From an optimization exercise on the open Yosys and OpenROAD flow, aimed at small area and a short achievable clock period; shortcuts taken in it are not production practice.
No run shown here included a check of the RTL's function; only the layout flow was run.

==> design.v <==
`timescale 1ns / 1ps
module Pipeline_1(
input clk,rst,
input [7:0]a,b,c,d,
output [7:0]out
    );
  wire nd1 = ~d[0];
  wire nd2 = ~d[1];
  wire nd3 = ~d[2];
  wire nd4 = ~d[3];
  wire nd5 = ~d[4];
  wire nd6 = ~d[5];
  wire nd7 = ~d[6];
  wire nd8 = ~d[7];
  wire g9 = a[0] & b[0];
  wire g10 = a[1] & b[1];
  wire g11 = a[2] & b[2];
  wire g12 = a[3] & b[3];
  wire g13 = a[4] & b[4];
  wire g14 = a[5] & b[5];
  wire g15 = a[6] & b[6];
  wire g16 = a[7] & b[7];
  wire x17 = a[0] ^ b[0];
  wire x18 = a[1] ^ b[1];
  wire x19 = a[2] ^ b[2];
  wire x20 = a[3] ^ b[3];
  wire x21 = a[4] ^ b[4];
  wire x22 = a[5] ^ b[5];
  wire x23 = a[6] ^ b[6];
  wire x24 = a[7] ^ b[7];
  wire G25 = g10 | (x18 & g9);
  wire P26 = x18 & x17;
  wire G27 = g12 | (x20 & g11);
  wire P28 = x20 & x19;
  wire G29 = g11 | (x19 & G25);
  wire P30 = x19 & P26;
  wire G31 = G27 | (P28 & G25);
  wire P32 = P28 & P26;
  wire G33 = g14 | (x22 & g13);
  wire P34 = x22 & x21;
  wire G35 = g16 | (x24 & g15);
  wire P36 = x24 & x23;
  wire G37 = g15 | (x23 & G33);
  wire P38 = x23 & P34;
  wire G39 = G35 | (P36 & G33);
  wire P40 = P36 & P34;
  wire G41 = g13 | (x21 & G31);
  wire P42 = x21 & P32;
  wire G43 = G33 | (P34 & G31);
  wire P44 = P34 & P32;
  wire G45 = G37 | (P38 & G31);
  wire P46 = P38 & P32;
  wire G47 = G39 | (P40 & G31);
  wire P48 = P40 & P32;
  wire s49 = x18 ^ g9;
  wire s50 = x19 ^ G25;
  wire s51 = x20 ^ G29;
  wire s52 = x21 ^ G31;
  wire s53 = x22 ^ G41;
  wire s54 = x23 ^ G43;
  wire s55 = x24 ^ G45;
  wire g56 = c[0] & nd1;
  wire g57 = c[1] & nd2;
  wire g58 = c[2] & nd3;
  wire g59 = c[3] & nd4;
  wire g60 = c[4] & nd5;
  wire g61 = c[5] & nd6;
  wire g62 = c[6] & nd7;
  wire g63 = c[7] & nd8;
  wire x64 = c[0] ^ nd1;
  wire x65 = c[1] ^ nd2;
  wire x66 = c[2] ^ nd3;
  wire x67 = c[3] ^ nd4;
  wire x68 = c[4] ^ nd5;
  wire x69 = c[5] ^ nd6;
  wire x70 = c[6] ^ nd7;
  wire x71 = c[7] ^ nd8;
  wire g72 = c[0] | nd1;
  wire G73 = g57 | (x65 & g72);
  wire P74 = x65 & x64;
  wire G75 = g59 | (x67 & g58);
  wire P76 = x67 & x66;
  wire G77 = g58 | (x66 & G73);
  wire P78 = x66 & P74;
  wire G79 = G75 | (P76 & G73);
  wire P80 = P76 & P74;
  wire G81 = g61 | (x69 & g60);
  wire P82 = x69 & x68;
  wire G83 = g63 | (x71 & g62);
  wire P84 = x71 & x70;
  wire G85 = g62 | (x70 & G81);
  wire P86 = x70 & P82;
  wire G87 = G83 | (P84 & G81);
  wire P88 = P84 & P82;
  wire G89 = g60 | (x68 & G79);
  wire P90 = x68 & P80;
  wire G91 = G81 | (P82 & G79);
  wire P92 = P82 & P80;
  wire G93 = G85 | (P86 & G79);
  wire P94 = P86 & P80;
  wire G95 = G87 | (P88 & G79);
  wire P96 = P88 & P80;
  wire s97 = ~x64;
  wire s98 = x65 ^ g72;
  wire s99 = x66 ^ G73;
  wire s100 = x67 ^ G77;
  wire s101 = x68 ^ G79;
  wire s102 = x69 ^ G89;
  wire s103 = x70 ^ G91;
  wire s104 = x71 ^ G93;
  reg [7:0] R1_s, R1_t, R1_d;
  reg R1_v;
  always @(posedge clk) begin
    R1_s <= {s55, s54, s53, s52, s51, s50, s49, x17};
    R1_t <= {s104, s103, s102, s101, s100, s99, s98, s97};
    R1_d <= d;
    R1_v <= ~rst & (|d);
  end
  wire pp105 = R1_s[0] & R1_t[0];
  wire pp106 = R1_s[1] & R1_t[0];
  wire pp107 = R1_s[2] & R1_t[0];
  wire pp108 = R1_s[3] & R1_t[0];
  wire pp109 = R1_s[4] & R1_t[0];
  wire pp110 = R1_s[5] & R1_t[0];
  wire pp111 = R1_s[6] & R1_t[0];
  wire pp112 = R1_s[7] & R1_t[0];
  wire pp113 = R1_s[0] & R1_t[1];
  wire pp114 = R1_s[1] & R1_t[1];
  wire pp115 = R1_s[2] & R1_t[1];
  wire pp116 = R1_s[3] & R1_t[1];
  wire pp117 = R1_s[4] & R1_t[1];
  wire pp118 = R1_s[5] & R1_t[1];
  wire pp119 = R1_s[6] & R1_t[1];
  wire pp120 = R1_s[7] & R1_t[1];
  wire pp121 = R1_s[0] & R1_t[2];
  wire pp122 = R1_s[1] & R1_t[2];
  wire pp123 = R1_s[2] & R1_t[2];
  wire pp124 = R1_s[3] & R1_t[2];
  wire pp125 = R1_s[4] & R1_t[2];
  wire pp126 = R1_s[5] & R1_t[2];
  wire pp127 = R1_s[6] & R1_t[2];
  wire pp128 = R1_s[7] & R1_t[2];
  wire pp129 = R1_s[0] & R1_t[3];
  wire pp130 = R1_s[1] & R1_t[3];
  wire pp131 = R1_s[2] & R1_t[3];
  wire pp132 = R1_s[3] & R1_t[3];
  wire pp133 = R1_s[4] & R1_t[3];
  wire pp134 = R1_s[5] & R1_t[3];
  wire pp135 = R1_s[6] & R1_t[3];
  wire pp136 = R1_s[7] & R1_t[3];
  wire pp137 = R1_s[0] & R1_t[4];
  wire pp138 = R1_s[1] & R1_t[4];
  wire pp139 = R1_s[2] & R1_t[4];
  wire pp140 = R1_s[3] & R1_t[4];
  wire pp141 = R1_s[4] & R1_t[4];
  wire pp142 = R1_s[5] & R1_t[4];
  wire pp143 = R1_s[6] & R1_t[4];
  wire pp144 = R1_s[7] & R1_t[4];
  wire pp145 = R1_s[0] & R1_t[5];
  wire pp146 = R1_s[1] & R1_t[5];
  wire pp147 = R1_s[2] & R1_t[5];
  wire pp148 = R1_s[3] & R1_t[5];
  wire pp149 = R1_s[4] & R1_t[5];
  wire pp150 = R1_s[5] & R1_t[5];
  wire pp151 = R1_s[6] & R1_t[5];
  wire pp152 = R1_s[7] & R1_t[5];
  wire pp153 = R1_s[0] & R1_t[6];
  wire pp154 = R1_s[1] & R1_t[6];
  wire pp155 = R1_s[2] & R1_t[6];
  wire pp156 = R1_s[3] & R1_t[6];
  wire pp157 = R1_s[4] & R1_t[6];
  wire pp158 = R1_s[5] & R1_t[6];
  wire pp159 = R1_s[6] & R1_t[6];
  wire pp160 = R1_s[7] & R1_t[6];
  wire pp161 = R1_s[0] & R1_t[7];
  wire pp162 = R1_s[1] & R1_t[7];
  wire pp163 = R1_s[2] & R1_t[7];
  wire pp164 = R1_s[3] & R1_t[7];
  wire pp165 = R1_s[4] & R1_t[7];
  wire pp166 = R1_s[5] & R1_t[7];
  wire pp167 = R1_s[6] & R1_t[7];
  wire pp168 = R1_s[7] & R1_t[7];
  wire s169 = pp111 ^ pp118;
  wire c170 = pp111 & pp118;
  wire s171 = pp112 ^ pp119 ^ pp126;
  wire c172 = (pp112 & pp119) | (pp126 & (pp112 ^ pp119));
  wire s173 = pp133 ^ pp140;
  wire c174 = pp133 & pp140;
  wire s175 = pp120 ^ pp127 ^ pp134;
  wire c176 = (pp120 & pp127) | (pp134 & (pp120 ^ pp127));
  wire s177 = pp141 ^ pp148;
  wire c178 = pp141 & pp148;
  wire s179 = pp128 ^ pp135 ^ pp142;
  wire c180 = (pp128 & pp135) | (pp142 & (pp128 ^ pp135));
  wire s181 = pp109 ^ pp116;
  wire c182 = pp109 & pp116;
  wire s183 = pp110 ^ pp117 ^ pp124;
  wire c184 = (pp110 & pp117) | (pp124 & (pp110 ^ pp117));
  wire s185 = pp131 ^ pp138;
  wire c186 = pp131 & pp138;
  wire s187 = pp125 ^ pp132 ^ pp139;
  wire c188 = (pp125 & pp132) | (pp139 & (pp125 ^ pp132));
  wire s189 = pp146 ^ pp153 ^ s169;
  wire c190 = (pp146 & pp153) | (s169 & (pp146 ^ pp153));
  wire s191 = pp147 ^ pp154 ^ pp161;
  wire c192 = (pp147 & pp154) | (pp161 & (pp147 ^ pp154));
  wire s193 = c170 ^ s171 ^ s173;
  wire c194 = (c170 & s171) | (s173 & (c170 ^ s171));
  wire s195 = pp155 ^ pp162 ^ c172;
  wire c196 = (pp155 & pp162) | (c172 & (pp155 ^ pp162));
  wire s197 = c174 ^ s175 ^ s177;
  wire c198 = (c174 & s175) | (s177 & (c174 ^ s175));
  wire s199 = pp149 ^ pp156 ^ pp163;
  wire c200 = (pp149 & pp156) | (pp163 & (pp149 ^ pp156));
  wire s201 = c176 ^ c178 ^ s179;
  wire c202 = (c176 & c178) | (s179 & (c176 ^ c178));
  wire s203 = pp136 ^ pp143 ^ pp150;
  wire c204 = (pp136 & pp143) | (pp150 & (pp136 ^ pp143));
  wire s205 = pp157 ^ pp164 ^ c180;
  wire c206 = (pp157 & pp164) | (c180 & (pp157 ^ pp164));
  wire s207 = pp144 ^ pp151 ^ pp158;
  wire c208 = (pp144 & pp151) | (pp158 & (pp144 ^ pp151));
  wire s209 = pp108 ^ pp115;
  wire c210 = pp108 & pp115;
  wire s211 = pp123 ^ pp130 ^ pp137;
  wire c212 = (pp123 & pp130) | (pp137 & (pp123 ^ pp130));
  wire s213 = pp145 ^ c182 ^ s183;
  wire c214 = (pp145 & c182) | (s183 & (pp145 ^ c182));
  wire s215 = c184 ^ c186 ^ s187;
  wire c216 = (c184 & c186) | (s187 & (c184 ^ c186));
  wire s217 = c188 ^ c190 ^ s191;
  wire c218 = (c188 & c190) | (s191 & (c188 ^ c190));
  wire s219 = c192 ^ c194 ^ s195;
  wire c220 = (c192 & c194) | (s195 & (c192 ^ c194));
  wire s221 = c196 ^ c198 ^ s199;
  wire c222 = (c196 & c198) | (s199 & (c196 ^ c198));
  wire s223 = c200 ^ c202 ^ s203;
  wire c224 = (c200 & c202) | (s203 & (c200 ^ c202));
  wire s225 = pp165 ^ c204 ^ c206;
  wire c226 = (pp165 & c204) | (c206 & (pp165 ^ c204));
  wire s227 = pp152 ^ pp159 ^ pp166;
  wire c228 = (pp152 & pp159) | (pp166 & (pp152 ^ pp159));
  wire s229 = pp107 ^ pp114;
  wire c230 = pp107 & pp114;
  wire s231 = pp122 ^ pp129 ^ s209;
  wire c232 = (pp122 & pp129) | (s209 & (pp122 ^ pp129));
  wire s233 = s181 ^ c210 ^ s211;
  wire c234 = (s181 & c210) | (s211 & (s181 ^ c210));
  wire s235 = s185 ^ c212 ^ s213;
  wire c236 = (s185 & c212) | (s213 & (s185 ^ c212));
  wire s237 = s189 ^ c214 ^ s215;
  wire c238 = (s189 & c214) | (s215 & (s189 ^ c214));
  wire s239 = s193 ^ c216 ^ s217;
  wire c240 = (s193 & c216) | (s217 & (s193 ^ c216));
  wire s241 = s197 ^ c218 ^ s219;
  wire c242 = (s197 & c218) | (s219 & (s197 ^ c218));
  wire s243 = s201 ^ c220 ^ s221;
  wire c244 = (s201 & c220) | (s221 & (s201 ^ c220));
  wire s245 = s205 ^ c222 ^ s223;
  wire c246 = (s205 & c222) | (s223 & (s205 ^ c222));
  wire s247 = s207 ^ c224 ^ s225;
  wire c248 = (s207 & c224) | (s225 & (s207 ^ c224));
  wire s249 = c208 ^ c226 ^ s227;
  wire c250 = (c208 & c226) | (s227 & (c208 ^ c226));
  wire s251 = pp160 ^ pp167 ^ c228;
  wire c252 = (pp160 & pp167) | (c228 & (pp160 ^ pp167));
  wire g253 = pp106 & pp113;
  wire g254 = pp121 & s229;
  wire g255 = c230 & s231;
  wire g256 = c232 & s233;
  wire g257 = c234 & s235;
  wire g258 = c236 & s237;
  wire g259 = c238 & s239;
  wire g260 = c240 & s241;
  wire g261 = c242 & s243;
  wire g262 = c244 & s245;
  wire g263 = c246 & s247;
  wire g264 = c248 & s249;
  wire g265 = c250 & s251;
  wire g266 = pp168 & c252;
  wire x267 = pp106 ^ pp113;
  wire x268 = pp121 ^ s229;
  wire x269 = c230 ^ s231;
  wire x270 = c232 ^ s233;
  wire x271 = c234 ^ s235;
  wire x272 = c236 ^ s237;
  wire x273 = c238 ^ s239;
  wire x274 = c240 ^ s241;
  wire x275 = c242 ^ s243;
  wire x276 = c244 ^ s245;
  wire x277 = c246 ^ s247;
  wire x278 = c248 ^ s249;
  wire x279 = c250 ^ s251;
  wire x280 = pp168 ^ c252;
  wire G281 = g253 | (x267 & 1'b0);
  wire P282 = x267 & pp105;
  wire G283 = g255 | (x269 & g254);
  wire P284 = x269 & x268;
  wire G285 = g254 | (x268 & G281);
  wire P286 = x268 & P282;
  wire G287 = G283 | (P284 & G281);
  wire P288 = P284 & P282;
  wire G289 = g257 | (x271 & g256);
  wire P290 = x271 & x270;
  wire G291 = g259 | (x273 & g258);
  wire P292 = x273 & x272;
  wire G293 = g258 | (x272 & G289);
  wire P294 = x272 & P290;
  wire G295 = G291 | (P292 & G289);
  wire P296 = P292 & P290;
  wire G297 = g256 | (x270 & G287);
  wire P298 = x270 & P288;
  wire G299 = G289 | (P290 & G287);
  wire P300 = P290 & P288;
  wire G301 = G293 | (P294 & G287);
  wire P302 = P294 & P288;
  wire G303 = G295 | (P296 & G287);
  wire P304 = P296 & P288;
  wire G305 = g261 | (x275 & g260);
  wire P306 = x275 & x274;
  wire G307 = g263 | (x277 & g262);
  wire P308 = x277 & x276;
  wire G309 = g262 | (x276 & G305);
  wire P310 = x276 & P306;
  wire G311 = G307 | (P308 & G305);
  wire P312 = P308 & P306;
  wire G313 = g265 | (x279 & g264);
  wire P314 = x279 & x278;
  wire G315 = 1'b0 | (1'b0 & g266);
  wire P316 = 1'b0 & x280;
  wire G317 = g266 | (x280 & G313);
  wire P318 = x280 & P314;
  wire G319 = G315 | (P316 & G313);
  wire P320 = P316 & P314;
  wire G321 = g264 | (x278 & G311);
  wire P322 = x278 & P312;
  wire G323 = G313 | (P314 & G311);
  wire P324 = P314 & P312;
  wire G325 = G317 | (P318 & G311);
  wire P326 = P318 & P312;
  wire G327 = G319 | (P320 & G311);
  wire P328 = P320 & P312;
  wire G329 = g260 | (x274 & G303);
  wire P330 = x274 & P304;
  wire G331 = G305 | (P306 & G303);
  wire P332 = P306 & P304;
  wire G333 = G309 | (P310 & G303);
  wire P334 = P310 & P304;
  wire G335 = G311 | (P312 & G303);
  wire P336 = P312 & P304;
  wire G337 = G321 | (P322 & G303);
  wire P338 = P322 & P304;
  wire G339 = G323 | (P324 & G303);
  wire P340 = P324 & P304;
  wire G341 = G325 | (P326 & G303);
  wire P342 = P326 & P304;
  wire G343 = G327 | (P328 & G303);
  wire P344 = P328 & P304;
  wire ps345 = x267 ^ 1'b0;
  wire ps346 = x268 ^ G281;
  wire ps347 = x269 ^ G285;
  wire ps348 = x270 ^ G287;
  wire ps349 = x271 ^ G297;
  wire ps350 = x272 ^ G299;
  wire ps351 = x273 ^ G301;
  wire ps352 = x274 ^ G303;
  wire ps353 = x275 ^ G329;
  wire ps354 = x276 ^ G331;
  wire ps355 = x277 ^ G333;
  wire ps356 = x278 ^ G335;
  wire ps357 = x279 ^ G337;
  wire ps358 = x280 ^ G339;
  wire ps359 = 1'b0 ^ G341;
  wire [2:0] lv360 = {ps359, ps358, ps357};
  wire [2:0] ld360 = {R1_d[2], R1_d[1], R1_d[0]};
  wire lh360 = ~(R1_d[3] | R1_d[4] | R1_d[5] | R1_d[6] | R1_d[7]);
  reg [2:0] lr360;
  always @* begin
    case ({lv360, ld360})
      6'd8: lr360 = 3'd1;
      6'd10: lr360 = 3'd1;
      6'd11: lr360 = 3'd1;
      6'd12: lr360 = 3'd1;
      6'd13: lr360 = 3'd1;
      6'd14: lr360 = 3'd1;
      6'd15: lr360 = 3'd1;
      6'd16: lr360 = 3'd2;
      6'd19: lr360 = 3'd2;
      6'd20: lr360 = 3'd2;
      6'd21: lr360 = 3'd2;
      6'd22: lr360 = 3'd2;
      6'd23: lr360 = 3'd2;
      6'd24: lr360 = 3'd3;
      6'd26: lr360 = 3'd1;
      6'd28: lr360 = 3'd3;
      6'd29: lr360 = 3'd3;
      6'd30: lr360 = 3'd3;
      6'd31: lr360 = 3'd3;
      6'd32: lr360 = 3'd4;
      6'd35: lr360 = 3'd1;
      6'd37: lr360 = 3'd4;
      6'd38: lr360 = 3'd4;
      6'd39: lr360 = 3'd4;
      6'd40: lr360 = 3'd5;
      6'd42: lr360 = 3'd1;
      6'd43: lr360 = 3'd2;
      6'd44: lr360 = 3'd1;
      6'd46: lr360 = 3'd5;
      6'd47: lr360 = 3'd5;
      6'd48: lr360 = 3'd6;
      6'd52: lr360 = 3'd2;
      6'd53: lr360 = 3'd1;
      6'd55: lr360 = 3'd6;
      6'd56: lr360 = 3'd7;
      6'd58: lr360 = 3'd1;
      6'd59: lr360 = 3'd1;
      6'd60: lr360 = 3'd3;
      6'd61: lr360 = 3'd2;
      6'd62: lr360 = 3'd1;
      default: lr360 = 3'd0;
    endcase
  end
  wire r361 = lh360 ? lr360[0] : lv360[0];
  wire r362 = lh360 ? lr360[1] : lv360[1];
  wire r363 = lh360 ? lr360[2] : lv360[2];
  wire hz364 = ~(R1_d[4] | R1_d[5] | R1_d[6] | R1_d[7]);
  wire b365 = ~ps356 & R1_d[0];
  wire b366 = (r361 ^ R1_d[1]) ? ~r361 : b365;
  wire b367 = (r362 ^ R1_d[2]) ? ~r362 : b366;
  wire b368 = (r363 ^ R1_d[3]) ? ~r363 : b367;
  wire ge369 = ~b368 & hz364;
  wire r370 = ps356 ^ (ge369 & R1_d[0]);
  wire r371 = r361 ^ (ge369 & (R1_d[1] ^ b365));
  wire r372 = r362 ^ (ge369 & (R1_d[2] ^ b366));
  wire r373 = r363 ^ (ge369 & (R1_d[3] ^ b367));
  wire hz374 = ~(R1_d[5] | R1_d[6] | R1_d[7]);
  wire b375 = ~ps355 & R1_d[0];
  wire b376 = (r370 ^ R1_d[1]) ? ~r370 : b375;
  wire b377 = (r371 ^ R1_d[2]) ? ~r371 : b376;
  wire b378 = (r372 ^ R1_d[3]) ? ~r372 : b377;
  wire b379 = (r373 ^ R1_d[4]) ? ~r373 : b378;
  wire ge380 = ~b379 & hz374;
  wire r381 = ps355 ^ (ge380 & R1_d[0]);
  wire r382 = r370 ^ (ge380 & (R1_d[1] ^ b375));
  wire r383 = r371 ^ (ge380 & (R1_d[2] ^ b376));
  wire r384 = r372 ^ (ge380 & (R1_d[3] ^ b377));
  wire r385 = r373 ^ (ge380 & (R1_d[4] ^ b378));
  wire hz386 = ~(R1_d[6] | R1_d[7]);
  wire b387 = ~ps354 & R1_d[0];
  wire b388 = (r381 ^ R1_d[1]) ? ~r381 : b387;
  wire b389 = (r382 ^ R1_d[2]) ? ~r382 : b388;
  wire b390 = (r383 ^ R1_d[3]) ? ~r383 : b389;
  wire b391 = (r384 ^ R1_d[4]) ? ~r384 : b390;
  wire b392 = (r385 ^ R1_d[5]) ? ~r385 : b391;
  wire ge393 = ~b392 & hz386;
  wire r394 = ps354 ^ (ge393 & R1_d[0]);
  wire r395 = r381 ^ (ge393 & (R1_d[1] ^ b387));
  wire r396 = r382 ^ (ge393 & (R1_d[2] ^ b388));
  wire r397 = r383 ^ (ge393 & (R1_d[3] ^ b389));
  wire r398 = r384 ^ (ge393 & (R1_d[4] ^ b390));
  wire r399 = r385 ^ (ge393 & (R1_d[5] ^ b391));
  wire hz400 = ~(R1_d[7]);
  wire b401 = ~ps353 & R1_d[0];
  wire b402 = (r394 ^ R1_d[1]) ? ~r394 : b401;
  wire b403 = (r395 ^ R1_d[2]) ? ~r395 : b402;
  wire b404 = (r396 ^ R1_d[3]) ? ~r396 : b403;
  wire b405 = (r397 ^ R1_d[4]) ? ~r397 : b404;
  wire b406 = (r398 ^ R1_d[5]) ? ~r398 : b405;
  wire b407 = (r399 ^ R1_d[6]) ? ~r399 : b406;
  wire ge408 = ~b407 & hz400;
  wire r409 = ps353 ^ (ge408 & R1_d[0]);
  wire r410 = r394 ^ (ge408 & (R1_d[1] ^ b401));
  wire r411 = r395 ^ (ge408 & (R1_d[2] ^ b402));
  wire r412 = r396 ^ (ge408 & (R1_d[3] ^ b403));
  wire r413 = r397 ^ (ge408 & (R1_d[4] ^ b404));
  wire r414 = r398 ^ (ge408 & (R1_d[5] ^ b405));
  wire r415 = r399 ^ (ge408 & (R1_d[6] ^ b406));
  wire b416 = ~ps352 & R1_d[0];
  wire b417 = (r409 ^ R1_d[1]) ? ~r409 : b416;
  wire b418 = (r410 ^ R1_d[2]) ? ~r410 : b417;
  wire b419 = (r411 ^ R1_d[3]) ? ~r411 : b418;
  wire b420 = (r412 ^ R1_d[4]) ? ~r412 : b419;
  wire b421 = (r413 ^ R1_d[5]) ? ~r413 : b420;
  wire b422 = (r414 ^ R1_d[6]) ? ~r414 : b421;
  wire b423 = (r415 ^ R1_d[7]) ? ~r415 : b422;
  wire ge424 = ~b423;
  wire r425 = ps352 ^ (ge424 & R1_d[0]);
  wire r426 = r409 ^ (ge424 & (R1_d[1] ^ b416));
  wire r427 = r410 ^ (ge424 & (R1_d[2] ^ b417));
  wire r428 = r411 ^ (ge424 & (R1_d[3] ^ b418));
  wire r429 = r412 ^ (ge424 & (R1_d[4] ^ b419));
  wire r430 = r413 ^ (ge424 & (R1_d[5] ^ b420));
  wire r431 = r414 ^ (ge424 & (R1_d[6] ^ b421));
  wire r432 = r415 ^ (ge424 & (R1_d[7] ^ b422));
  reg [7:0] R2_p;
  reg [7:0] R2_r;
  reg [7:0] R2_d;
  reg R2_v;
  always @(posedge clk) begin
    R2_p <= {ps351, ps350, ps349, ps348, ps347, ps346, ps345, pp105};
    R2_r <= {r432, r431, r430, r429, r428, r427, r426, r425};
    R2_d <= {R1_d[7], R1_d[6], R1_d[5], R1_d[4], R1_d[3], R1_d[2], R1_d[1], R1_d[0]};
    R2_v <= ~rst & R1_v;
  end
  wire b433 = ~R2_p[7] & R2_d[0];
  wire b434 = (R2_r[0] ^ R2_d[1]) ? ~R2_r[0] : b433;
  wire b435 = (R2_r[1] ^ R2_d[2]) ? ~R2_r[1] : b434;
  wire b436 = (R2_r[2] ^ R2_d[3]) ? ~R2_r[2] : b435;
  wire b437 = (R2_r[3] ^ R2_d[4]) ? ~R2_r[3] : b436;
  wire b438 = (R2_r[4] ^ R2_d[5]) ? ~R2_r[4] : b437;
  wire b439 = (R2_r[5] ^ R2_d[6]) ? ~R2_r[5] : b438;
  wire b440 = (R2_r[6] ^ R2_d[7]) ? ~R2_r[6] : b439;
  wire ge441 = R2_r[7] | ~b440;
  wire r442 = R2_p[7] ^ (ge441 & R2_d[0]);
  wire r443 = R2_r[0] ^ (ge441 & (R2_d[1] ^ b433));
  wire r444 = R2_r[1] ^ (ge441 & (R2_d[2] ^ b434));
  wire r445 = R2_r[2] ^ (ge441 & (R2_d[3] ^ b435));
  wire r446 = R2_r[3] ^ (ge441 & (R2_d[4] ^ b436));
  wire r447 = R2_r[4] ^ (ge441 & (R2_d[5] ^ b437));
  wire r448 = R2_r[5] ^ (ge441 & (R2_d[6] ^ b438));
  wire r449 = R2_r[6] ^ (ge441 & (R2_d[7] ^ b439));
  wire b450 = ~R2_p[6] & R2_d[0];
  wire b451 = (r442 ^ R2_d[1]) ? ~r442 : b450;
  wire b452 = (r443 ^ R2_d[2]) ? ~r443 : b451;
  wire b453 = (r444 ^ R2_d[3]) ? ~r444 : b452;
  wire b454 = (r445 ^ R2_d[4]) ? ~r445 : b453;
  wire b455 = (r446 ^ R2_d[5]) ? ~r446 : b454;
  wire b456 = (r447 ^ R2_d[6]) ? ~r447 : b455;
  wire b457 = (r448 ^ R2_d[7]) ? ~r448 : b456;
  wire ge458 = r449 | ~b457;
  wire r459 = R2_p[6] ^ (ge458 & R2_d[0]);
  wire r460 = r442 ^ (ge458 & (R2_d[1] ^ b450));
  wire r461 = r443 ^ (ge458 & (R2_d[2] ^ b451));
  wire r462 = r444 ^ (ge458 & (R2_d[3] ^ b452));
  wire r463 = r445 ^ (ge458 & (R2_d[4] ^ b453));
  wire r464 = r446 ^ (ge458 & (R2_d[5] ^ b454));
  wire r465 = r447 ^ (ge458 & (R2_d[6] ^ b455));
  wire r466 = r448 ^ (ge458 & (R2_d[7] ^ b456));
  wire b467 = ~R2_p[5] & R2_d[0];
  wire b468 = (r459 ^ R2_d[1]) ? ~r459 : b467;
  wire b469 = (r460 ^ R2_d[2]) ? ~r460 : b468;
  wire b470 = (r461 ^ R2_d[3]) ? ~r461 : b469;
  wire b471 = (r462 ^ R2_d[4]) ? ~r462 : b470;
  wire b472 = (r463 ^ R2_d[5]) ? ~r463 : b471;
  wire b473 = (r464 ^ R2_d[6]) ? ~r464 : b472;
  wire b474 = (r465 ^ R2_d[7]) ? ~r465 : b473;
  wire ge475 = r466 | ~b474;
  wire r476 = R2_p[5] ^ (ge475 & R2_d[0]);
  wire r477 = r459 ^ (ge475 & (R2_d[1] ^ b467));
  wire r478 = r460 ^ (ge475 & (R2_d[2] ^ b468));
  wire r479 = r461 ^ (ge475 & (R2_d[3] ^ b469));
  wire r480 = r462 ^ (ge475 & (R2_d[4] ^ b470));
  wire r481 = r463 ^ (ge475 & (R2_d[5] ^ b471));
  wire r482 = r464 ^ (ge475 & (R2_d[6] ^ b472));
  wire r483 = r465 ^ (ge475 & (R2_d[7] ^ b473));
  wire b484 = ~R2_p[4] & R2_d[0];
  wire b485 = (r476 ^ R2_d[1]) ? ~r476 : b484;
  wire b486 = (r477 ^ R2_d[2]) ? ~r477 : b485;
  wire b487 = (r478 ^ R2_d[3]) ? ~r478 : b486;
  wire b488 = (r479 ^ R2_d[4]) ? ~r479 : b487;
  wire b489 = (r480 ^ R2_d[5]) ? ~r480 : b488;
  wire b490 = (r481 ^ R2_d[6]) ? ~r481 : b489;
  wire b491 = (r482 ^ R2_d[7]) ? ~r482 : b490;
  wire ge492 = r483 | ~b491;
  wire r493 = R2_p[4] ^ (ge492 & R2_d[0]);
  wire r494 = r476 ^ (ge492 & (R2_d[1] ^ b484));
  wire r495 = r477 ^ (ge492 & (R2_d[2] ^ b485));
  wire r496 = r478 ^ (ge492 & (R2_d[3] ^ b486));
  wire r497 = r479 ^ (ge492 & (R2_d[4] ^ b487));
  wire r498 = r480 ^ (ge492 & (R2_d[5] ^ b488));
  wire r499 = r481 ^ (ge492 & (R2_d[6] ^ b489));
  wire r500 = r482 ^ (ge492 & (R2_d[7] ^ b490));
  wire b501 = ~R2_p[3] & R2_d[0];
  wire b502 = (r493 ^ R2_d[1]) ? ~r493 : b501;
  wire b503 = (r494 ^ R2_d[2]) ? ~r494 : b502;
  wire b504 = (r495 ^ R2_d[3]) ? ~r495 : b503;
  wire b505 = (r496 ^ R2_d[4]) ? ~r496 : b504;
  wire b506 = (r497 ^ R2_d[5]) ? ~r497 : b505;
  wire b507 = (r498 ^ R2_d[6]) ? ~r498 : b506;
  wire b508 = (r499 ^ R2_d[7]) ? ~r499 : b507;
  wire ge509 = r500 | ~b508;
  wire r510 = R2_p[3] ^ (ge509 & R2_d[0]);
  wire r511 = r493 ^ (ge509 & (R2_d[1] ^ b501));
  wire r512 = r494 ^ (ge509 & (R2_d[2] ^ b502));
  wire r513 = r495 ^ (ge509 & (R2_d[3] ^ b503));
  wire r514 = r496 ^ (ge509 & (R2_d[4] ^ b504));
  wire r515 = r497 ^ (ge509 & (R2_d[5] ^ b505));
  wire r516 = r498 ^ (ge509 & (R2_d[6] ^ b506));
  wire r517 = r499 ^ (ge509 & (R2_d[7] ^ b507));
  wire b518 = ~R2_p[2] & R2_d[0];
  wire b519 = (r510 ^ R2_d[1]) ? ~r510 : b518;
  wire b520 = (r511 ^ R2_d[2]) ? ~r511 : b519;
  wire b521 = (r512 ^ R2_d[3]) ? ~r512 : b520;
  wire b522 = (r513 ^ R2_d[4]) ? ~r513 : b521;
  wire b523 = (r514 ^ R2_d[5]) ? ~r514 : b522;
  wire b524 = (r515 ^ R2_d[6]) ? ~r515 : b523;
  wire b525 = (r516 ^ R2_d[7]) ? ~r516 : b524;
  wire ge526 = r517 | ~b525;
  wire r527 = R2_p[2] ^ (ge526 & R2_d[0]);
  wire r528 = r510 ^ (ge526 & (R2_d[1] ^ b518));
  wire r529 = r511 ^ (ge526 & (R2_d[2] ^ b519));
  wire r530 = r512 ^ (ge526 & (R2_d[3] ^ b520));
  wire r531 = r513 ^ (ge526 & (R2_d[4] ^ b521));
  wire r532 = r514 ^ (ge526 & (R2_d[5] ^ b522));
  wire r533 = r515 ^ (ge526 & (R2_d[6] ^ b523));
  wire r534 = r516 ^ (ge526 & (R2_d[7] ^ b524));
  reg [1:0] R3_p;
  reg [7:0] R3_r;
  reg [5:0] R3_q;
  reg [7:0] R3_d;
  reg R3_v;
  always @(posedge clk) begin
    R3_p <= {R2_p[1], R2_p[0]};
    R3_r <= {r534, r533, r532, r531, r530, r529, r528, r527};
    R3_q <= {ge441, ge458, ge475, ge492, ge509, ge526};
    R3_d <= {R2_d[7], R2_d[6], R2_d[5], R2_d[4], R2_d[3], R2_d[2], R2_d[1], R2_d[0]};
    R3_v <= ~rst & R2_v;
  end
  wire [7:0] seg3_out;
  Pipeline_1_seg3 u_seg3 (
    .p({R3_p[1], R3_p[0]}),
    .r({R3_r[7], R3_r[6], R3_r[5], R3_r[4], R3_r[3], R3_r[2], R3_r[1], R3_r[0]}),
    .q({R3_q[5], R3_q[4], R3_q[3], R3_q[2], R3_q[1], R3_q[0]}),
    .d({R3_d[7], R3_d[6], R3_d[5], R3_d[4], R3_d[3], R3_d[2], R3_d[1], R3_d[0]}),
    .v({R3_v}),
    .o_out(seg3_out)
  );
  assign out = {seg3_out[7], seg3_out[6], seg3_out[5], seg3_out[4], seg3_out[3], seg3_out[2], seg3_out[1], seg3_out[0]};
endmodule
module Pipeline_1_seg3(
  input [1:0] p,
  input [7:0] r,
  input [5:0] q,
  input [7:0] d,
  input [0:0] v,
  output [7:0] o_out
);
  wire b1 = ~p[1] & d[0];
  wire b2 = (r[0] ^ d[1]) ? ~r[0] : b1;
  wire b3 = (r[1] ^ d[2]) ? ~r[1] : b2;
  wire b4 = (r[2] ^ d[3]) ? ~r[2] : b3;
  wire b5 = (r[3] ^ d[4]) ? ~r[3] : b4;
  wire b6 = (r[4] ^ d[5]) ? ~r[4] : b5;
  wire b7 = (r[5] ^ d[6]) ? ~r[5] : b6;
  wire b8 = (r[6] ^ d[7]) ? ~r[6] : b7;
  wire ge9 = r[7] | ~b8;
  wire r10 = p[1] ^ (ge9 & d[0]);
  wire r11 = r[0] ^ (ge9 & (d[1] ^ b1));
  wire r12 = r[1] ^ (ge9 & (d[2] ^ b2));
  wire r13 = r[2] ^ (ge9 & (d[3] ^ b3));
  wire r14 = r[3] ^ (ge9 & (d[4] ^ b4));
  wire r15 = r[4] ^ (ge9 & (d[5] ^ b5));
  wire r16 = r[5] ^ (ge9 & (d[6] ^ b6));
  wire r17 = r[6] ^ (ge9 & (d[7] ^ b7));
  wire b18 = ~p[0] & d[0];
  wire b19 = (r10 ^ d[1]) ? ~r10 : b18;
  wire b20 = (r11 ^ d[2]) ? ~r11 : b19;
  wire b21 = (r12 ^ d[3]) ? ~r12 : b20;
  wire b22 = (r13 ^ d[4]) ? ~r13 : b21;
  wire b23 = (r14 ^ d[5]) ? ~r14 : b22;
  wire b24 = (r15 ^ d[6]) ? ~r15 : b23;
  wire b25 = (r16 ^ d[7]) ? ~r16 : b24;
  wire ge26 = r17 | ~b25;
  wire r27 = p[0] ^ (ge26 & d[0]);
  wire r28 = r10 ^ (ge26 & (d[1] ^ b18));
  wire r29 = r11 ^ (ge26 & (d[2] ^ b19));
  wire r30 = r12 ^ (ge26 & (d[3] ^ b20));
  wire r31 = r13 ^ (ge26 & (d[4] ^ b21));
  wire r32 = r14 ^ (ge26 & (d[5] ^ b22));
  wire r33 = r15 ^ (ge26 & (d[6] ^ b23));
  wire r34 = r16 ^ (ge26 & (d[7] ^ b24));
  wire o35 = ge26 & v[0];
  wire o36 = ge9 & v[0];
  wire o37 = q[0] & v[0];
  wire o38 = q[1] & v[0];
  wire o39 = q[2] & v[0];
  wire o40 = q[3] & v[0];
  wire o41 = q[4] & v[0];
  wire o42 = q[5] & v[0];
  assign o_out = {o42, o41, o40, o39, o38, o37, o36, o35};
endmodule
==> flow/run.sh <==
#!/bin/bash
# Own flow: the standard layout (standard.sh, run whole and unchanged:
# synthesis with the standard flow's synthesis script, floorplan, power grid, tap cells,
# placement, CTS and routing) with two settings passed through the environment:
#  - the port buffers that global placement inserts on every input and output
#    are sky130_fd_sc_hd__buf_2 cells instead of the default delay-cell buffers;
#  - timing repair (repair_timing in floorplan, CTS and global route) aims for a
#    setup slack of 25 ns at the design's 36 ns clock, so it sizes up the
#    slowest paths; the clock period and constraints are the design's.
# make's full output goes to standard.log here; ORFS also keeps each step's own
# log under orfs/logs/.
set -euo pipefail
export BUFFER_PORTS_ARGS="-buffer_cell sky130_fd_sc_hd__buf_2"
export SETUP_SLACK_MARGIN=25
bash standard.sh > standard.log 2>&1
==> standard.sh <==
#!/bin/bash
# synth_recipe.tcl (not shown) runs the flow's synth.tcl, then flattens the netlist and writes it again
# the make line also repeats each setting of config.mk as NAME=value (left out here)
make -C /OpenROAD-flow-scripts/flow DESIGN_CONFIG=/design/flow/config.mk WORK_HOME=/design/flow/orfs CLKGATE_MAP_FILE= SYNTH_SCRIPT=/design/flow/synth_recipe.tcl "${@:-finish}"
==> config.mk <==
export PLATFORM = sky130hd
export DESIGN_NAME = Pipeline_1
export DESIGN_NICKNAME = Pipeline_1
export VERILOG_FILES = /design/flow/design.v
export SDC_FILE = /design/flow/constraint.sdc
export NUM_CORES = 4
export LEC_CHECK = 0
export ABC_AREA = 1
export CAP_MARGIN = 20
export CORE_MARGIN = 2
export CORE_UTILIZATION = 60
export CTS_BUF_LIST = sky130_fd_sc_hd__clkbuf_8
export SLEW_MARGIN = 20
export SYNTH_HIERARCHICAL = 1
export SYNTH_MINIMUM_KEEP_SIZE = 0
==> constraint.sdc <==
create_clock -name core_clock -period 36.0 [get_ports {clk}]
set_input_delay 7.2000 -clock core_clock [delete_from_list [all_inputs] [get_ports {clk}]]
set_output_delay 7.2000 -clock core_clock [all_outputs]
set_load 0.01 [all_outputs]
==> run notes, run 1 <==
layout cells sized above 1 - 14.0%
crit share post-route - 27.3%
most common cell after layout, fill and taps aside - nand2_1
Hold Buf Count CTS - 0
Max Slew Vio Count - 0
Post-CTS Setup Inserts - 0
Tightest Hold Check Type - flop to flop
Yosys top cell area share - 17.8%
syn nets - 1440
GRT met2 Usage - 45.1%
chip width - 125 µm
area growth from synthesis to layout - 3.61%
most used cell, CP - nand3_2
Clock Sink Count - 75
Max Cap Viol - 0
Yosys reg bits - 75
drt total wl - 17000 µm
Slew headroom - 51.4%
vias in the first global route - 7401
Layout Skew - 14.4 ps
CTS clk-pin slew, worst paths - 80 ps
Slowest cell on crit path - dfxtp_1
root buffer cell - clkbuf_8
Critical Path Start Type - flop
Final Hold Fails - 0
Die Ht - 125 µm
critical setup path kind - flop to output port
Yosys warnings - 7
Critical Path AT - 2620 ps
most frequent cells in the layout - nand2_1, inv_1, nand3_1, xor2_1, dfxtp_1
Routed Antenna Nets - 0
Setup Viol. Count Final - 0
# rows - 44
Avg Cell Area, Syn - 6.61 µm²
antenna violations before repair - 0
Vias - 7531
input/output buffers - 41
register-to-register setup slack - 26280 ps
H-tree Lvls - 3
DP Area - 8850 µm²
cells after synthesis - 1322
clock buffer depth - 2
GRT Total Usage - 23.6%
core footprint - 14400 µm²
fin nets - 1444
CP Capture Type - output port
CP delay by family, top - simple AND/OR/NAND/NOR gates
busiest grt layer - met2
routability cong. - 0.889
r2r startpoint - R1_s[5]
unrepaired setup endpoints after global routing - no
Hold Path Depth - 0
IO Pins - 42
Die Footprint - 15600 µm²
setup ws final - 26180 ps
post-CTS resize count - 0
DR iter-0 viols - 290
Seq/Total Area, Yosys - 17.2%
critical path's largest stage delay - 390 ps
Hold Path End - R3_p[1]
Unique masters post-synth - 46
hpwl dp - 14100 µm
drt first pass iters - 5
status - timing/DRC/antenna clean
met1 usage - 26.6%
worst path bufs/invs - 3
final instance area - 9060 µm²
vias per inst - 4.97
CTS Buf Count - 9
hold_sp - R2_p[1]
CP required - 28800 ps
Antenna diodes - 0
routing usage on met3 - 3.26%
cell taking the most area after synthesis - nand2_1
R2R cell count - 76
CTS tree - yes
setup TNS - 0 ps
Tmin final - 9820 ps
grt ovf - 0
Clk Latency, worst-skew pair - 380 ps
drt wl/cell - 11.2 µm
Slew @ Worst Pin - 728 ps
Area contributors post-synth - nand2_1, dfxtp_1, fa_1
FILL cells - 1420
worst path cell trace - inv_1 -> nand2_2 -> nand3_2 -> nand3_2 -> nand3_2 -> nand3_2 -> nand3_2 -> nand3_2 -> nand3_2 -> nand2_2 -> nand2_1 -> xor2_1 -> nand2_1 -> o21ai_0 -> inv_1 -> nand2_1 -> nand2_1 -> nand2_1 -> a21oi_2 -> buf_2
crit path max fanout - 12
synthesized area - 8740 µm²
Initial Util - 60.8%
largest net degree at the start of global routing - 25
dpl ws - 26310 ps
reg2reg end - R2_r[0]
Highest Clock Rate - 102 MHz
first-pass GRT wire length - 31000 µm
DR DRC count - 0
-- modules after synthesis, one instance, submodules excluded --
module / flops+latches / cells inside / times used / cell area [µm²]
Pipeline_1: 75 / 1181 / 1 / 8030
Pipeline_1_seg3: 0 / 141 / 1 / 708
-- registers in the layout, summed over array words and instances, names as in the netlist --
signal,cells
R2_v,1
R3_r,8
R2_d,8
R1_d,8
R1_v,1
R1_s,8
R2_p,8
R2_r,8
R3_d,8
R3_v,1
R1_t,8
R3_p,2
R3_q,6
-- cell families (layout without fill, tap and decap cells) --
| family | count (synthesis) | after routing | share of synthesized area (%) |
|---|---|---|---|
| buffers and inverters | 292 | 301 | 14.3 |
| xor gates and xnor gates | 107 | 107 | 11.4 |
| adders and majority gates | 84 | 84 | 15.8 |
| AOI/OAI and AO/OA | 57 | 57 | 3.87 |
| DFF | 75 | 75 | 17.2 |
| and+or+nand+nor | 707 | 707 | 37.5 |
-- per-layer routing --
layer	up-vias	share of wire, %
li1	3999	-
met1	3412	43
met3	21	3.2
met2	99	52
met4	0	2.0
met5	-	0
-- Yosys cell counts, drive strengths merged --
cell    count
a21o        1
ha         40
nand4       5
inv       241
nand3     169
buf        20
nand2     475
or2         7
o211ai      1
nand3b      1
nor2       45
nor3        3
nor4        2
o21ai      24
clkinv      3
o22ai       2
fa         44
xnor3       2
xnor2      14
clkbuf     28
o21bai      1
a21oi      22
dfxtp      75
a211oi      1
o221ai      2
a21boi      2
a31oi       1
xor2       91
-- worst max-delay path by stage --
stage	start	endpoint	depth (start not counted)	slack [ps]
floorplan	R3_d[1]	out[0]	18	26890
global placement	R3_d[1]	out[0]	20	26590
detailed placement	R1_s[5]	R2_r[0]	76	26310
CTS	R3_d[1]	out[0]	20	26140
global route	R1_s[5]	R2_r[6]	76	25070
finish	R3_d[1]	out[0]	20	26180
-- per-stage QoR --
step	hold slack [ps]	utilization, %	instances
after floorplan	310	-	1322
after global placement	311	61.6	1499
after detailed placement	312	61.6	1499
after CTS	334	63.0	1515
after global routing	341	63.0	1515
final	332	63.0	1515
-- cell type report --
cell class,count,area (µm²),area share [%]
repair buffers,41,205,2.27
well taps,184,230,2.54
clock buffers,10,138,1.52
inverters,244,917,10.1
clock inverters,6,71.3,0.788
flip-flops and latches,75,1500,16.6
multi-input cells,955,5990,66.2
==> inputs of run 2 (changes only) <==
--- a/flow/run.sh
+++ b/flow/run.sh
@@ -6,5 +6,5 @@
 #    are sky130_fd_sc_hd__buf_2 cells instead of the default delay-cell buffers;
 #  - timing repair (repair_timing in floorplan, CTS and global route) aims for a
-#    setup slack of 25 ns at the design's 36 ns clock, so it sizes up the
+#    setup slack of 25.5 ns at the design's 36 ns clock, so it sizes up the
 #    slowest paths; the clock period and constraints are the design's.
 # make's full output goes to standard.log here; ORFS also keeps each step's own
@@ -12,4 +12,4 @@
 set -euo pipefail
 export BUFFER_PORTS_ARGS="-buffer_cell sky130_fd_sc_hd__buf_2"
-export SETUP_SLACK_MARGIN=25
+export SETUP_SLACK_MARGIN=25.5
 bash standard.sh > standard.log 2>&1
==> run 2 against run 1 <==
Compared with the run above:
- still clean
- flip-flop and latch count stayed put
- area after synthesis unchanged
- global-route usage stayed put
- largest cell class unchanged
- highest routed layer unchanged
==> run notes, run 2 <==
grt ovf - 0
combinational family with the most area after synthesis - simple AND/OR/NAND/NOR gates
Antenna diodes - 0
Post-Route Utilization - 63.2%
status - timing/DRC/antenna clean
clock buffer depth - 2
cell taking the most area after synthesis - nand2_1
Critical Path Start Type - flop
drt first pass iters - 5
Initial Util - 60.8%
Post-CTS Setup Inserts - 0
Slew headroom - 51.4%
Area contributors post-synth - nand2_1, dfxtp_1, fa_1
Tmin final - 9820 ps
DR iter-0 viols - 295
CTS Buf Count - 9
vias per inst - 4.98
routability cong. - 0.889
Routed Antenna Nets - 0
Layout Skew - 14.4 ps
synthesized area - 8740 µm²
GRT Total Usage - 23.6%
Critical Path AT - 2620 ps
timing startpoint of the critical path - R3_d[1]
Slew @ Worst Pin - 728 ps
largest net degree at the start of global routing - 25
DR DRC count - 0
Post-synth EDFFs - 0
Synth Area in Compound Gates - 3.86%
xor-xnor portion of the synthesized cell area - 11.4%
most frequent cells in the layout - nand2_1, inv_1, nand3_1, xor2_1, dfxtp_1
IO Pins - 42
r2r startpoint - R1_s[5]
Max Slew Vio Count - 0
CTS tree - yes
CP endpoint - out[0]
CP Capture Type - output port
most frequent cells after synthesis - nand2_1, inv_1, nand3_1
CTS clk-pin slew, worst paths - 80 ps
WL met1 - 7270 µm
Yosys warnings - 7
register-to-register setup slack - 26570 ps
Unique masters post-synth - 46
FILL cells - 1417
Tightest Hold Check Type - flop to flop
Avg Cell Area, Syn - 6.61 µm²
fin nets - 1444
Final Hold Fails - 0
Seq/Total Area, Yosys - 17.2%
syn nets - 1440
vias in the first global route - 7401
setup TNS - 0 ps
core footprint - 14400 µm²
Vias - 7549
mux contribution to synthesized area - 0%
Yosys reg bits - 75
Clk Latency, worst-skew pair - 380 ps
Highest Clock Rate - 102 MHz
Setup Viol. Count Final - 0
DR WL met2 - 8870 µm
cells after synthesis - 1322
critical setup path kind - flop to output port
first-pass GRT wire length - 31000 µm
Yosys top cell area share - 17.8%
drt wl/cell - 11.2 µm
Max Cap Viol - 0
drt total wl - 17000 µm
met3 WL - 544 µm
adder-cell share of the synthesized area - 15.8%
unrepaired setup endpoints after global routing - no
hpwl dp - 14100 µm
FFs w/ async S/R, synth - 0%
CP required - 28800 ps
input/output buffers - 41
crit path max fanout - 12
most common cell after layout, fill and taps aside - nand2_1
layout cells sized above 1 - 14.9%
simple-gate portion of the synthesized area - 37.5%
Post-synth top flop - dfxtp_1
H-tree Lvls - 3
# rows - 44
Clock Sink Count - 75
crit share post-route - 27.3%
root buffer cell - clkbuf_8
chip width - 125 µm
reg2reg end - R2_r[0]
antenna violations before repair - 0
Die Ht - 125 µm
highest routed layer - met4
R2R cell count - 76
Die Footprint - 15600 µm²
area growth from synthesis to layout - 3.95%
count leader, synth - nand2_1
[run 2: cell types whose count changed in the layout (fill, tap and decap cells not counted)]
cell      delta
dfxtp_1      -9
a21boi_2     +1
nand2_4      +1
nand2_2      -1
xnor2_1      -1
a21boi_1     -1
dfxtp_2      +9
nor2_1       -1
nor2_2       +1
xnor2_2      +1
[run 2: worst min-delay path by stage]
stage | slack, ps | startpoint | endpoint | cells past startpoint
2_1_floorplan | 310 | R2_p[0] | R3_p[0] | 0
3_3_place_gp | 310 | R2_p[0] | R3_p[0] | 0
3_5_place_dp | 310 | R2_p[1] | R3_p[1] | 0
4_1_cts | 330 | R2_p[1] | R3_p[1] | 0
5_1_grt | 340 | R2_p[0] | R3_p[0] | 0
6_report | 330 | R2_p[1] | R3_p[1] | 0
[run 2: layout make-up]
class	count	area, µm²	share of cell area [%]
timing repair buffer	41	205	2.26
sequential	75	1510	16.6
multi-input combinational	955	6010	66.2
clock buffer	10	138	1.51
clock inverter	6	71.3	0.785
inverter	244	917	10.1
tap	184	230	2.53
[run 2: per-module statistics from Yosys, one instance, submodules excluded]
module	cells	cell area (µm²)	copies in the design	flip-flops and latches
Pipeline_1_seg3	141	708	1	0
Pipeline_1	1181	8030	1	75
[run 2: kinds of logic (layout without fill, tap and decap cells)]
family | after synthesis | count (layout)
xor gates and xnor gates | 107 | 107
buffers and inverters | 292 | 301
AOI/OAI and AO/OA | 57 | 57
DFF | 75 | 75
adders and majority gates | 84 | 84
and+or+nand+nor | 707 | 707
[run 2: routing by layer]
| layer | up-vias | GRT usage (%) |
|---|---|---|
| li1 | 3996 | - |
| met1 | 3433 | 26.6 |
| met2 | 99 | 45.1 |
| met3 | 21 | 3.26 |
| met4 | 0 | 7.93 |
| met5 | - | 0 |
[run 2: per-stage QoR]
step                      worst slack (ps)  area, µm²  cells  hold slack, ps
after floorplan                      26890       8740   1322             310
after global placement               26590       8850   1499             311
after detailed placement             26310       8850   1499             312
after CTS                            26140       9060   1515             334
after global routing                 25520       9090   1515             341
final                                26180       9090   1515             332
[run 2: what timing repair did]
item / in CTS / in global routing
setup endpoints to repair: 0 / 8
hold buffers: 0 / 0
resized for setup: 0 / 13
[run 2: worst max-delay path, stage by stage, from the launching register on]
cell     delay, ps
dfxtp_1        390
inv_1           80
nand2_2         90
nand3_2         90
nand3_2         90
nand3_2         80
nand3_2         90
nand3_2         80
nand3_2         80
nand3_2         70
nand2_2        240
nand2_1        110
xor2_1         160
nand2_1         60
o21ai_0         70
inv_1           50
nand2_1         50
nand2_1         50
nand2_1         50
a21oi_2        100
buf_2          130
==> inputs of run 3 (changes only) <==
--- a/flow/run.sh
+++ b/flow/run.sh
@@ -6,5 +6,5 @@
 #    are sky130_fd_sc_hd__buf_2 cells instead of the default delay-cell buffers;
 #  - timing repair (repair_timing in floorplan, CTS and global route) aims for a
-#    setup slack of 25.5 ns at the design's 36 ns clock, so it sizes up the
+#    setup slack of 26 ns at the design's 36 ns clock, so it sizes up the
 #    slowest paths; the clock period and constraints are the design's.
 # make's full output goes to standard.log here; ORFS also keeps each step's own
@@ -12,4 +12,4 @@
 set -euo pipefail
 export BUFFER_PORTS_ARGS="-buffer_cell sky130_fd_sc_hd__buf_2"
-export SETUP_SLACK_MARGIN=25.5
+export SETUP_SLACK_MARGIN=26
 bash standard.sh > standard.log 2>&1
==> run 3 against run 2 <==
Compared with the run above:
- design area up 2.7%
- wire length is 2.9% higher
- still clean
- area after synthesis unchanged
- highest routed layer unchanged
==> run notes, run 3 <==
Max Slew Vio Count - 0
Clk Latency, worst-skew pair - 380 ps
xor-xnor portion of the synthesized cell area - 11.4%
Final Hold Fails - 0
CP required - 28800 ps
Hold Worst Slack - 333 ps
CTS Buf Count - 9
Die Footprint - 15600 µm²
DP Area - 8850 µm²
grt ovf - 0
Routed Antenna Nets - 0
Post-synth top flop - dfxtp_1
most common cell after layout, fill and taps aside - nand2_1
layout cells sized above 1 - 17.0%
syn nets - 1440
Area contributors post-synth - nand2_1, dfxtp_1, fa_1
area growth from synthesis to layout - 6.80%
Critical Path Start Type - flop
antenna violations before repair - 0
CP delay by family, top - simple AND/OR/NAND/NOR gates
count leader, synth - nand2_1
status - timing/DRC/antenna clean
cell taking the most area after synthesis - nand2_1
input/output buffers - 41
cells after synthesis - 1322
Critical Path AT - 2540 ps
final instance area - 9340 µm²
largest net degree at the start of global routing - 25
most frequent cells after synthesis - nand2_1, inv_1, nand3_1
Die Ht - 125 µm
FFs w/ async S/R, synth - 0%
setup ws final - 26260 ps
Clock Sink Count - 75
Antenna diodes - 0
Yosys reg bits - 75
unrepaired setup endpoints after global routing - no
worst path cell trace - inv_1 -> nand2_2 -> nand3_2 -> nand3_2 -> nand3_2 -> nand3_2 -> nand3_2 -> nand3_2 -> nand3_2 -> nand2_4 -> nand2_1 -> xor2_1 -> nand2_1 -> o21ai_0 -> inv_1 -> nand2_1 -> nand2_1 -> nand2_1 -> a21oi_2 -> buf_2
first-pass GRT wire length - 31000 µm
drt total wl - 17500 µm
fin nets - 1457
dpl ws - 26310 ps
CTS clk-pin slew, worst paths - 90 ps
drt wl/cell - 11.5 µm
Setup Viol. Count Final - 0
DR DRC count - 0
mux contribution to synthesized area - 0%
Slew headroom - 51.3%
Layout Skew - 16.3 ps
Initial Util - 60.8%
Hold Buf Count CTS - 0
setup TNS - 0 ps
most used cell, CP - nand3_2
clock buffer depth - 2
simple-gate portion of the synthesized area - 37.5%
Unique masters post-synth - 46
H-tree Lvls - 3
Tightest Hold Check Type - flop to flop
Slew @ Worst Pin - 730 ps
synthesized area - 8740 µm²
GRT Total Usage - 23.6%
Yosys top cell area share - 17.8%
most frequent cells in the layout - nand2_1, inv_1, nand3_1, xor2_1, dfxtp_1
combinational family with the most area after synthesis - simple AND/OR/NAND/NOR gates
Tmin final - 9740 ps
critical path's largest stage delay - 390 ps
Avg Cell Area, Syn - 6.61 µm²
crit share post-route - 27.0%
Post-synth EDFFs - 0
routability cong. - 0.889
critical setup path kind - flop to output port
Seq/Total Area, Yosys - 17.2%
vias in the first global route - 7401
worst path bufs/invs - 3
Slowest cell on crit path - dfxtp_1
Yosys warnings - 7
DR iter-0 viols - 375
IO Pins - 42
Synth Area in Compound Gates - 3.86%
root buffer cell - clkbuf_8
adder-cell share of the synthesized area - 15.8%
Vias - 7633
chip width - 125 µm
Highest Clock Rate - 103 MHz
hpwl dp - 14100 µm
# rows - 44
core footprint - 14400 µm²
crit path max fanout - 12
CTS tree - yes
CP Capture Type - output port
vias per inst - 5.00
Max Cap Viol - 0
drt first pass iters - 4
==> run 3: cell types whose count changed in the layout (fill, tap and decap cells not counted), sizes merged <==
cell   previous run  this run
buf              41        53
nand2           475       476
==> run 3: timing repair <==
action	4_1_cts	5_1_grt
gates resized for setup	0	47
setup buffers	0	12
setup endpoints to repair	0	9
==> run 3: layout make-up <==
type,instances,area [µm²]
Fill cell,1379,5030
Multi-Input combinational cell,956,6150
Clock inverter,6,71.3
Sequential cell,75,1530
Inverter,244,917
Clock buffer,10,138
Timing Repair Buffer,53,295
Tap cell,184,230
==> run 3: cell families after synthesis <==
logic type | after synthesis
xor+xnor | 107
compound gates | 57
simple gates | 707
flops | 75
fa+ha+maj | 84
buf+inv | 292
==> run 3: stage by stage <==
stage,util (%),std cells
floorplan,-,1322
global placement,61.6,1499
detailed placement,61.6,1499
CTS,63.0,1515
global route,65.0,1528
finish,65.0,1528
==> run 3: final timing paths <==
path	startpoint	end	slack (ps)	cells past startpoint
worst min-delay path	R2_p[1]	R3_p[1]	330	0
worst max register to register	R1_s[5]	R2_r[0]	26800	78
worst min register to register	R2_p[1]	R3_p[1]	330	0
worst max-delay path	R3_d[1]	out[0]	26260	20
==> run 3: metal layers <==
metal	share of wire, %	global-route usage, %	up-vias
met2	53	45.1	93
met1	42	26.6	3497
met5	0	0	-
li1	-	-	4022
met4	1.9	7.93	0
met3	2.7	3.26	21
==> run 3: per-module statistics from Yosys (local to each module, per instance) <==
module | area [µm²] | flops+latches | cells inside
Pipeline_1_seg3 | 708 | 0 | 141
Pipeline_1 | 8030 | 75 | 1181

[static timing again, ports no longer ideal]
Ports are ideal in the flow. The routed layouts listed here were re-timed in OpenROAD.
Step 1 sets driving cells, clkbuf_16 on the clock port and buf_2 on the other inputs (assumed; they add their load-dependent delay and slew).
Step 2, shift: input delay + t, output delay - t, t = (earliest + latest rising clock arrival at the registers) / 2. This alone moves slack from input paths to output paths.
Three values: ideal, step 1, step 2; two values: the first two.
| run | shift t [ns] | setup slack, ns | hold WS [ns] | worst register clock-pin slew, ns | worst slew at a driven data input, ns |
|---|---|---|---|---|---|
| run 1 | 0.413 | 26.180 / 26.141 / 26.280 | 0.332 / 0.332 / 0.332 | 0.09 / 0.09 | 0.05 |
| run 2 | 0.413 | 26.179 / 26.140 / 26.553 | 0.332 / 0.332 / 0.332 | 0.09 / 0.09 | 0.05 |
| run 3 | 0.414 | 26.264 / 26.225 / 26.639 | 0.333 / 0.333 / 0.333 | 0.09 / 0.09 | 0.05 |
After both steps setup and hold are still met in every run listed.
